Source: an optimization exercise on an open RTL-to-GDS flow (aim: small area and a short achievable clock period). Production flows keep margins and buffers that such runs may drop. Function was checked by simulation only, so behaviour that the tests miss may differ from the original.

## main
## half_sigmoid
module half_sigmoid(
input rstn,
input clk,
input in_valid,
input [15:0] a,
output out_valid,
output [15:0] c
);
Size in the first run: roughly 36 I/O pins.
clock: 9.5 ns
lec_check: 0
abc_area: 1
cap_margin: 20
core_margin: 2
core_utilization: 40
gpl_timing_driven: 0
setup_slack_margin: 5
slew_margin: 20
standard.sh (not shown) runs the stock make flow with config.mk's settings and CLKGATE_MAP_FILE= SYNTH_SCRIPT=/design/flow/synth_recipe.tcl, a recipe that flattens the netlist after the stock synthesis.
==> flow/flow/run.sh <==
#!/bin/bash
# Standard ORFS layout, except that after the standard synthesis the
# combinational logic between the registers is re-mapped by ABC for area
# (flip-flops, their names and cell types are kept as synthesis made them),
# the port buffers are buf_4 cells and timing repair aims at a 3.9 ns period
# (setup margin 5.6 ns at the design's 9.5 ns clock; the SDC is unchanged).
set -euo pipefail
RES=$PWD/orfs/results/$FLOW_PLATFORM/half_sigmoid/base
YOSYS=$FLOW_HOME/../tools/install/yosys/bin/yosys
bash standard.sh synth > synth.log 2>&1
cp $RES/1_2_yosys.v $RES/1_2_yosys_std.v
LIB=$FLOW_HOME/platforms/$FLOW_PLATFORM/lib/sky130_fd_sc_hd__tt_025C_1v80.lib \
IN=$RES/1_2_yosys_std.v OUT=$RES/1_2_yosys.v TOP=$FLOW_TOP \
  $YOSYS -c flow/remap.tcl > remap.log 2>&1
bash standard.sh finish BUFFER_PORTS_ARGS="-buffer_cell sky130_fd_sc_hd__buf_4" SETUP_SLACK_MARGIN=5.6 > standard.log 2>&1
==> flow/flow/abc.constr <==
set_driving_cell sky130_fd_sc_hd__buf_1
set_load 5
==> flow/flow/remap.tcl <==
yosys -import
set lib $::env(LIB)
set dont {}
foreach c {probe_p_8 probec_p_8} { lappend dont -dont_use sky130_fd_sc_hd__$c }
lappend dont -dont_use {sky130_fd_sc_hd__lpflow_*} -dont_use {sky130_fd_sc_hd__fill_*}
read_liberty -ignore_miss_func $lib
read_verilog $::env(IN)
hierarchy -top $::env(TOP)
set seq {}
foreach m [split [string trim [tee -q -s result.string select -list-mod =A:liberty_cell]] "\n"] { }
# keep flip-flops and tie cells as cells
foreach c [split [exec grep -o {sky130_fd_sc_hd__\(df\|conb\|dl\|sdf\|ed\)[a-z0-9_]*} $::env(IN) | sort -u] "\n"] {
  if {$c ne ""} { setattr -mod -set keep_hierarchy 1 $c; lappend seq $c }
}
flatten
opt_clean
abc -liberty $lib {*}$dont -script "+strash;dch,-f;map,-D,2200;topo;buffer;upsize;dnsize;strash;dch,-f;map,-D,2200;topo;buffer;upsize;dnsize;strash;dch,-f;map,-D,2200;topo;buffer;upsize;dnsize;strash;dch,-f;map,-D,2200;topo;buffer;upsize;dnsize;strash;dch,-f;map,-D,2200;topo;buffer;upsize;dnsize;strash;dch,-f;map,-D,2200;topo;buffer;upsize;dnsize" -constr flow/abc.constr
opt_clean -purge
foreach c $seq { blackbox $c }
hierarchy -top $::env(TOP)
hilomap -singleton -hicell sky130_fd_sc_hd__conb_1 HI -locell sky130_fd_sc_hd__conb_1 LO
splitnets
opt_clean -purge
tee -o $::env(OUT).stat stat -liberty $lib
write_verilog -noattr -noexpr -nohex -nodec $::env(OUT)
main reached the final stage; the timing, design-rule and antenna checks on its layout passed.
Changes in the feature branch relative to main:
--- a/flow/design.v
+++ b/flow/design.v
@@ -64,41 +64,34 @@
                   (ey_b == 5'd12) ? {2'b0, ym_1} : 13'd0;
 wire u1 = z_b >= 13'd1824, u2 = z_b >= 13'd2580, u3 = z_b >= 13'd3160,
      u4 = z_b >= 13'd3648, u5 = z_b >= 13'd4078;
 wire v1  = z_b >= 13'd1074, v2  = z_b >= 13'd1518, v3  = z_b >= 13'd1859,
      v4  = z_b >= 13'd2148, v5  = z_b >= 13'd2400, v6  = z_b >= 13'd2630,
      v7  = z_b >= 13'd2840, v8  = z_b >= 13'd3036, v9  = z_b >= 13'd3220,
      v10 = z_b >= 13'd3394, v11 = z_b >= 13'd3560, v12 = z_b >= 13'd3718,
      v13 = z_b >= 13'd3870, v14 = z_b >= 13'd4016;
 wire [3:0] k_b = {v8, (v4 & ~v8) | v12,
                   (v2 & ~v4) | (v6 & ~v8) | (v10 & ~v12) | v14,
                   (v1 & ~v2) | (v3 & ~v4) | (v5 & ~v6) | (v7 & ~v8) |
                   (v9 & ~v10) | (v11 & ~v12) | (v13 & ~v14)};
-wire [2:0] w_b = {u3, (u1 & ~u3) | u5, ~u1 | (u2 & ~u3) | (u4 & ~u5)};
+wire [2:0] w_b = {~u4, ~u2 | u4, ~u1 | (u2 & ~u3) | (u4 & ~u5)};
 reg [10:0] fm_2; reg [4:0] fe_2; reg fs_2; reg [4:0] ipv_2; reg [3:0] k_2; reg [2:0] w_2;
 always @(posedge clk) begin
   fm_2 <= fm_b; fe_2 <= fe_b; fs_2 <= fs_b; ipv_2 <= sp_1 ? 5'b10000 : ipv_b;    
   k_2 <= k_b; w_2 <= w_b;
 end
 wire [21:0] F_c  = {11'b0, fm_2};
-wire [21:0] x0 = F_c << 10, x1 = F_c << 9, x2 = ~(F_c << 5), x3 = F_c << 3,
-            x4 = w_2[2] ? (F_c << 2) : 22'd0, x5 = w_2[1] ? (F_c << 1) : 22'd0,
-            x6 = w_2[0] ? F_c : 22'd0;
-wire [21:0] s0 = x0 ^ x1 ^ x2,  c0 = {(x0 & x1) | (x0 & x2) | (x1 & x2), 1'b0};
-wire [21:0] s1 = x3 ^ x4 ^ x5,  c1 = {(x3 & x4) | (x3 & x5) | (x4 & x5), 1'b0};
-wire [21:0] s2 = s0 ^ c0 ^ s1,  c2 = {(s0 & c0) | (s0 & s1) | (c0 & s1), 1'b0};
-wire [21:0] s3 = c1 ^ x6 ^ 22'd1, c3 = {(c1 & x6) | (c1 & 22'd1) | (x6 & 22'd1), 1'b0};
-wire [21:0] s4 = s2 ^ c2 ^ s3,  c4 = {(s2 & c2) | (s2 & s3) | (c2 & s3), 1'b0};
-wire [21:0] s5 = s4 ^ c4 ^ c3,  c5 = {(s4 & c4) | (s4 & c3) | (c4 & c3), 1'b0};
-wire [21:0] tp_c = s5 + c5;
+wire [21:0] u_c  = (F_c << 4) + (w_2[2] ? (F_c << 2) : 22'd0) + (w_2[1] ? (F_c << 1) : 22'd0) +
+                   (w_2[0] ? F_c : 22'd0);
+wire [21:0] tp_c = (F_c << 10) + (F_c << 9) - u_c;
 wire        tp21 = tp_c[21];
 wire [4:0] fe10_c = fe_2 + 5'd10;
 wire [4:0] shA_c  = (fe10_c < 5'd16) ? 5'd9 : (5'd25 - fe10_c);
 wire [4:0] shB_c  = (fe10_c < 5'd15) ? 5'd9 : (5'd24 - fe10_c);
 reg [11:0] tpt_4; reg [3:0] shA_4, shB_4, f15_4; reg tp21_4; reg [3:0] k_4; reg fs_4; reg [4:0] ipv_4;
 always @(posedge clk) begin
   tpt_4 <= tp_c[21:10]; shA_4 <= shA_c[3:0]; shB_4 <= shB_c[3:0]; f15_4 <= 4'd15 - fe_2[3:0];
   tp21_4 <= tp21; k_4 <= k_2; fs_4 <= fs_2; ipv_4 <= ipv_2;
 end
 wire [10:0] mp_4   = tp21_4 ? tpt_4[11:1] : tpt_4[10:0];
 wire [3:0]  sh_e   = tp21_4 ? shB_4 : shA_4;       
 wire [10:0] pint_e = mp_4 >> sh_e;
Findings:
- Die: the feature branch smaller than main
- The final reports for the feature branch and main show layout overhead on the synthesized area higher in the former.
- The feature branch vs. main: number of cells on the critical path grew by 8, global-route usage over all layers grew by 0.26 points, clock distribution area overhead in the final layout grew by 0.36 points, number of instances in the placed design shrank by 168.


## run 1
half_sigmoid again, from the RTL that the note above started with.
clock: 9.5 ns
lec_check: 0
abc_area: 1
cap_margin: 20
core_margin: 2
core_utilization: 40
gpl_timing_driven: 0
setup_slack_margin: 5
slew_margin: 20
==> flow/flow/remap.tcl <==
yosys -import
set lib $::env(LIB)
set dont {}
foreach c {probe_p_8 probec_p_8} { lappend dont -dont_use sky130_fd_sc_hd__$c }
lappend dont -dont_use {sky130_fd_sc_hd__lpflow_*} -dont_use {sky130_fd_sc_hd__fill_*}
read_liberty -ignore_miss_func $lib
read_verilog $::env(IN)
hierarchy -top $::env(TOP)
set seq {}
foreach m [split [string trim [tee -q -s result.string select -list-mod =A:liberty_cell]] "\n"] { }
# keep flip-flops and tie cells as cells
foreach c [split [exec grep -o {sky130_fd_sc_hd__\(df\|conb\|dl\|sdf\|ed\)[a-z0-9_]*} $::env(IN) | sort -u] "\n"] {
  if {$c ne ""} { setattr -mod -set keep_hierarchy 1 $c; lappend seq $c }
}
flatten
opt_clean
abc -liberty $lib {*}$dont -script "+strash;dch,-f;map,-D,2500;topo;buffer;upsize;dnsize" -constr flow/abc.constr
opt_clean -purge
foreach c $seq { blackbox $c }
hierarchy -top $::env(TOP)
hilomap -singleton -hicell sky130_fd_sc_hd__conb_1 HI -locell sky130_fd_sc_hd__conb_1 LO
splitnets
opt_clean -purge
tee -o $::env(OUT).stat stat -liberty $lib
write_verilog -noattr -noexpr -nohex -nodec $::env(OUT)
Scripts as last shown in full above: flow/flow/run.sh, flow/flow/abc.constr
Run 1 ended with every stage complete and zero timing, DRC or antenna violations.
#### Input delta (run 2 over run 1)
diff --git a/flow/design.v b/flow/design.v
--- a/flow/design.v
+++ b/flow/design.v
@@ -9,21 +9,21 @@
 endmodule
 module half_sigmoid(
 input rstn,
 input clk,
 input in_valid,
 input [15:0] a,
 output out_valid,
 output [15:0] c
 );
 localparam DROWS = 2;                           
-localparam DSTG  = (10 + DROWS - 1) / DROWS;    
+localparam DSTG  = (12 + DROWS - 1) / DROWS;    
 localparam LAT   = 8 + DSTG;                    
 reg [LAT:0] vpipe;
 always @(posedge clk)
   if (!rstn) vpipe <= 0;
   else       vpipe <= {vpipe[LAT-1:0], in_valid};
 assign out_valid = vpipe[LAT];
 wire [4:0] E_i   = a[14:10];
 wire       clp_i = (E_i > 5'd17);
 reg  [9:0] M_0; reg [4:0] E_0; reg s_0, sp_0;
 always @(posedge clk) begin
@@ -121,43 +121,41 @@
 end
 genvar gs;
 generate for (gs = 0; gs < DSTG; gs = gs + 1) begin : dstage
   reg [10:0] rem_o; reg [11:0] q_o;
   reg [11:0] r2, df; reg ge;
   integer rr, bit_i;
   always @* begin
     rem_o = drem[gs]; q_o = dq[gs];
     for (rr = 0; rr < DROWS; rr = rr + 1) begin
       bit_i = 11 - (gs*DROWS + rr);
-      if (bit_i >= 2) begin
+      if (bit_i >= 0) begin
         if (bit_i == 11) r2 = {1'b0, rem_o};
         else             r2 = {rem_o, 1'b0};
         df = {1'b0, r2[10:0]} - {2'b01, dden[gs]};
         ge = r2[11] | ~df[11];
         q_o[bit_i] = ge;
         rem_o = ge ? df[10:0] : r2[10:0];
       end
     end
   end
   always @(posedge clk) begin
     drem[gs+1] <= rem_o; dq[gs+1] <= q_o; dden[gs+1] <= dden[gs];
     dS[gs+1] <= (gs == 0) ? (dS[gs] + {3'b0, de27} - {3'b0, dt21}) : dS[gs]; dfs[gs+1] <= dfs[gs]; dipv[gs+1] <= dipv[gs];
   end
 end endgenerate
-wire [11:0] q12_f = {dq[DSTG][11:2], 2'b00};
+wire [11:0] q12_f = dq[DSTG];
 wire        bq_f  = q12_f[11];
 wire [3:0]  S_f   = dS[DSTG];                      
 wire [10:0] Qs_f  = q12_f >> S_f;
 wire [11:0] low_f = q12_f & ~(12'hfff << S_f);
-wire [12:0] r2s_f = bq_f ? {1'b0, drem[DSTG], 1'b0} : {drem[DSTG], 2'b00};
-wire        stl_f = r2s_f >= {2'b01, dden[DSTG]};
-wire        dstk_f = (|low_f) | stl_f;
+wire        dstk_f = |{low_f[11:1], low_f[0] & ~bq_f};
 wire [11:0] X_f = !dfs[DSTG] ? (12'd2048 + {1'b0, Qs_f[10:1], 1'b0}) :
                                (12'd2048 - {1'b0, Qs_f} - {11'b0, dstk_f});
 wire [4:0] ipv_f = dipv[DSTG];
 wire       pos_f = ~ipv_f[4] & (ipv_f != 5'd0);
 wire       zr_f  = (ipv_f == 5'd0);
 wire [4:0] sa_f  = pos_f ? (5'd12 - ipv_f) : (5'd1 - ipv_f);
 reg [11:0] X_6; reg pos_6, zr_6; reg [3:0] sa_6; reg sp_6;
 always @(posedge clk) begin
   X_6 <= X_f; pos_6 <= pos_f; zr_6 <= zr_f; sa_6 <= sa_f[3:0] | {4{sa_f[4]}}; sp_6 <= (ipv_f == 5'b10000);
 end
==> notes.md <==
Met2 wirelength from detailed routing, run 2 vs run 1: down slightly
Delta(first-pass GRT wire length, run 2 - run 1) > 0
Run 1 has lower synthesized cell count than run 2.
Min total routed wirelength across run 2 and run 1: run 2
Between run 2 and run 1, hold slack is higher for run 1, run 2 comes in under that.
Between run 1 and run 2, final cell count increased.

[port drivers added, routing unchanged]
The flow's constraints put no driver on any port. The routed layouts listed below were extracted and timed again, unchanged, in two steps. Step 1: set_driving_cell puts a clkbuf_16 on clk and a buf_2 on each other input, an assumption about the parent block. Step 2 also shifts input and output timing later by t, the mid clock arrival at the registers, as if the neighbouring blocks saw the same clock. Slacks: ideal / step 1 / step 2; pairs: ideal / step 1.
run | t, ns | setup slack, ns | clock arrival spread, ns | worst register clock-pin slew, ns | worst slew at a driven data input, ns
main | 0.643 | 5.811 / 5.811 / 5.811 | 0.042 / 0.042 | 0.06 / 0.06 | 0.03
the feature branch | 0.636 | 5.926 / 5.926 / 5.926 | 0.042 / 0.042 | 0.07 / 0.07 | 0.04
run 1 | 0.635 | 5.706 / 5.706 / 5.706 | 0.027 / 0.027 | 0.07 / 0.07 | 0.04
run 2 | 0.661 | 5.850 / 5.850 / 5.850 | 0.031 / 0.031 | 0.08 / 0.08 | 0.04
After both steps setup and hold are still met in every run listed.
